From an optimization exercise on the open Yosys and OpenROAD flow, aimed at small area and a short achievable clock period; shortcuts taken in it are not production practice.
Only simulation tests tie the RTL to the original design; equivalence was not proved.
Power is estimated from default activity; no workload was simulated.

## job 101
Design ks_add, start of the top module:
module ks_add #(
    parameter N = 64
)
(
    input  logic         clk,
    input  logic         rstn_,
    input  logic         en,
    input  logic [N-1:0] a,
    input  logic [N-1:0] b,
    output logic [N-1:0] out
);
export LEC_CHECK = 0
export ABC_AREA = 1
export CAP_MARGIN = 20
export CORE_MARGIN = 2
export CORE_UTILIZATION = 45
export PLACE_DENSITY = 0.7
export SETUP_SLACK_MARGIN = 0.7
export SLEW_MARGIN = 20
export SYNTH_HIERARCHICAL = 1
export SYNTH_MINIMUM_KEEP_SIZE = 0
create_clock -name core_clock -period 2.0 [get_ports {clk}]
standard.sh (not shown) runs the stock make flow with config.mk's settings and CLKGATE_MAP_FILE= SYNTH_SCRIPT=/design/flow/synth_recipe.tcl, a recipe that flattens the netlist after the stock synthesis.
==> flow/flow/run.sh <==
#!/bin/bash
# The standard layout, except that the input and output ports get the
# smallest buffer cell instead of the one buffer_ports picks by itself.
set -euo pipefail
export BUFFER_PORTS_ARGS="-buffer_cell sky130_fd_sc_hd__buf_1"
bash standard.sh finish > standard_flow.log 2>&1
Here is what was changed in the inputs of job 102 compared with job 101.
diff --git a/flow/design.v b/flow/design.v
--- a/flow/design.v
+++ b/flow/design.v
@@ -36,90 +36,100 @@
     logic ld, hd;                          
     assign ld = rstn_ & en;
     assign hd = rstn_ & !en;
     ks_gt #(.W(N)) u_gt (.a(a), .b(b), .g(gx), .t(tx));
     ks_chunk10_first u_chunk0 (
         .g(gx[9:0]),
         .t(tx[9:0]),
         .q(out[9:0]),
         .ld(ld),
         .hd(hd),
         .d(d[9:0]),
+        .en(en),
+        .cq(c_reg[0]),
         .cd(c_nxt[0])
     );
     ks_chunk9 u_chunk1 (
         .g(gx[18:10]),
         .t(tx[18:10]),
         .cin(c_reg[0]),
         .q(out[18:10]),
         .ld(ld),
         .hd(hd),
         .d(d[18:10]),
+        .en(en),
+        .cq(c_reg[1]),
         .cd(c_nxt[1])
     );
     ks_chunk9 u_chunk2 (
         .g(gx[27:19]),
         .t(tx[27:19]),
         .cin(c_reg[1]),
         .q(out[27:19]),
         .ld(ld),
         .hd(hd),
         .d(d[27:19]),
+        .en(en),
+        .cq(c_reg[2]),
         .cd(c_nxt[2])
     );
     ks_chunk9 u_chunk3 (
         .g(gx[36:28]),
         .t(tx[36:28]),
         .cin(c_reg[2]),
         .q(out[36:28]),
         .ld(ld),
         .hd(hd),
         .d(d[36:28]),
+        .en(en),
+        .cq(c_reg[3]),
         .cd(c_nxt[3])
     );
     ks_chunk9 u_chunk4 (
         .g(gx[45:37]),
         .t(tx[45:37]),
         .cin(c_reg[3]),
         .q(out[45:37]),
         .ld(ld),
         .hd(hd),
         .d(d[45:37]),
+        .en(en),
+        .cq(c_reg[4]),
         .cd(c_nxt[4])
     );
     ks_chunk9 u_chunk5 (
         .g(gx[54:46]),
         .t(tx[54:46]),
         .cin(c_reg[4]),
         .q(out[54:46]),
         .ld(ld),
         .hd(hd),
         .d(d[54:46]),
+        .en(en),
+        .cq(c_reg[5]),
         .cd(c_nxt[5])
     );
     ks_chunk9_last u_chunk6 (
         .g(gx[63:55]),
         .t(tx[63:55]),
         .cin(c_reg[5]),
         .q(out[63:55]),
         .ld(ld),
         .hd(hd),
         .d(d[63:55])
     );
     always_ff @(posedge clk) begin
         out <= d;
     end
     always_ff @(posedge clk) begin
-        if (en) begin
-            c_reg <= c_nxt;
-        end
+        c_reg <= c_nxt;
     end
 endmodule
 module ks_gt #(
     parameter W = 64
 )
 (
     input  logic [W-1:0] a,
     input  logic [W-1:0] b,
     output logic [W-1:0] g,
     output logic [W-1:0] t
 );
@@ -127,23 +137,25 @@
     assign t = ~(a | b);
 endmodule
 module ks_chunk10_first #(
     parameter W = 10
 )
 (
     input  logic [W-1:0] g,  
     input  logic [W-1:0] t,  
     input  logic [W-1:0] q,  
     input  logic         ld,
     input  logic         hd,
+    input  logic         en,
     output logic [W-1:0] d,  
+    input  logic         cq,  
     output logic         cd  
 );
     logic [W-1:0] g0, t0;
     assign g0 = ~g;
     assign t0 = ~t;
     logic [W-1:0] g1, t1;
     assign g1[0] = g0[0];
     assign t1[0] = t0[0];
     assign g1[1] = g0[1] | (t0[1] & g0[0]);
     assign t1[1] = t0[1] & t0[0];
     assign g1[2] = g0[2];
@@ -246,35 +258,37 @@
     assign t5[8] = t4[8] & t4[7];
     assign g5[9] = g4[9];
     assign t5[9] = t4[9];
     logic [W-1:0] p;                       
     assign p = t0 & ~g0;
     logic [W:0]   c;                       
     logic [W-1:0] s;
     assign c[0] = 1'b0;
     assign c[W:1] = g5;
     assign s = p ^ c[W-1:0];
     assign d = ({W{ld}} & s) | ({W{hd}} & q);
-    assign cd = c[W];
+    assign cd = en ? c[W] : cq;
 endmodule
 module ks_chunk9 #(
     parameter W = 9
 )
 (
     input  logic [W-1:0] g,  
     input  logic [W-1:0] t,  
     input  logic         cin,  
     input  logic [W-1:0] q,  
     input  logic         ld,
     input  logic         hd,
+    input  logic         en,
     output logic [W-1:0] d,  
+    input  logic         cq,  
     output logic         cd  
 );
     logic [W-1:0] g0, t0;
     assign g0 = ~g;
     assign t0 = ~t;
     logic [W-1:0] g1, t1;
     assign g1[0] = g0[0];
     assign t1[0] = t0[0];
     assign g1[1] = g0[1] | (t0[1] & g0[0]);
     assign t1[1] = t0[1] & t0[0];
     assign g1[2] = g0[2];
@@ -367,23 +381,23 @@
     assign t5[7] = t4[7];
     assign g5[8] = g4[8] | (t4[8] & g4[7]);
     assign t5[8] = t4[8] & t4[7];
     logic [W-1:0] p;                       
     assign p = t0 & ~g0;
     logic [W:0]   c;                       
     logic [W-1:0] s;
     assign c[0] = cin;
     assign c[W:1] = g5 | (t5 & {W{cin}});
     assign s = p ^ c[W-1:0];
     assign d = ({W{ld}} & s) | ({W{hd}} & q);
-    assign cd = c[W];
+    assign cd = en ? c[W] : cq;
 endmodule
 module ks_chunk9_last #(
     parameter W = 9
 )
 (
     input  logic [W-1:0] g,  
     input  logic [W-1:0] t,  
     input  logic         cin,  
     input  logic [W-1:0] q,  
     input  logic         ld,
     input  logic         hd,
Notes after the runs:
The core of job 102 is less densely filled than that of job 101. Area added between synthesis and finish in job 102 is 2.8 points below job 101. Looking only at number of multi-input combinational cells in the layout, and setting everything else aside, the lower value of job 101 and job 102 goes to job 101. Summary: with job 101 as the reference, number of non-clock inverters in job 102 moved up slightly. Changes observed in job 102 relative to job 101: number of global-route vias before repair now larger; total length of routed met3 wires now smaller; combinational power comparable.

[afterwards: timing with drivers on the ports]
In the flow no input, the clock included, has a driving cell. The finished layouts below were timed again as built, in two steps.
Step 1 (the two cells are an assumption about what drives the block):
set clk [get_ports {clk}]
set_driving_cell -lib_cell sky130_fd_sc_hd__clkbuf_16 $clk
set_driving_cell -lib_cell sky130_fd_sc_hd__buf_2 [delete_from_list [all_inputs] $clk]
Step 2 moves the port delays by t, midway between the first and last clock arrival at a register: inputs arrive t later, outputs are due t later. That takes back most of the time a late clock gives input paths.
Three values: ideal ports, drivers, drivers and shift; two values: the first two.
run	t, ns	setup WS [ns]	worst hold slack (ns)	latest minus earliest clock arrival (ns)	worst register clock-pin slew, ns
job 101	0.356	0.748 / 0.716 / 0.459	0.335 / 0.324 / 0.445	0.018 / 0.019	0.09 / 0.09
job 102	0.367	0.747 / 0.716 / 0.446	0.338 / 0.326 / 0.450	0.012 / 0.013	0.08 / 0.08
After both steps setup and hold are still met in every run listed. The setup slack of job 102, which loses most, moves by -0.031 ns with the drivers and by -0.301 ns with both steps.
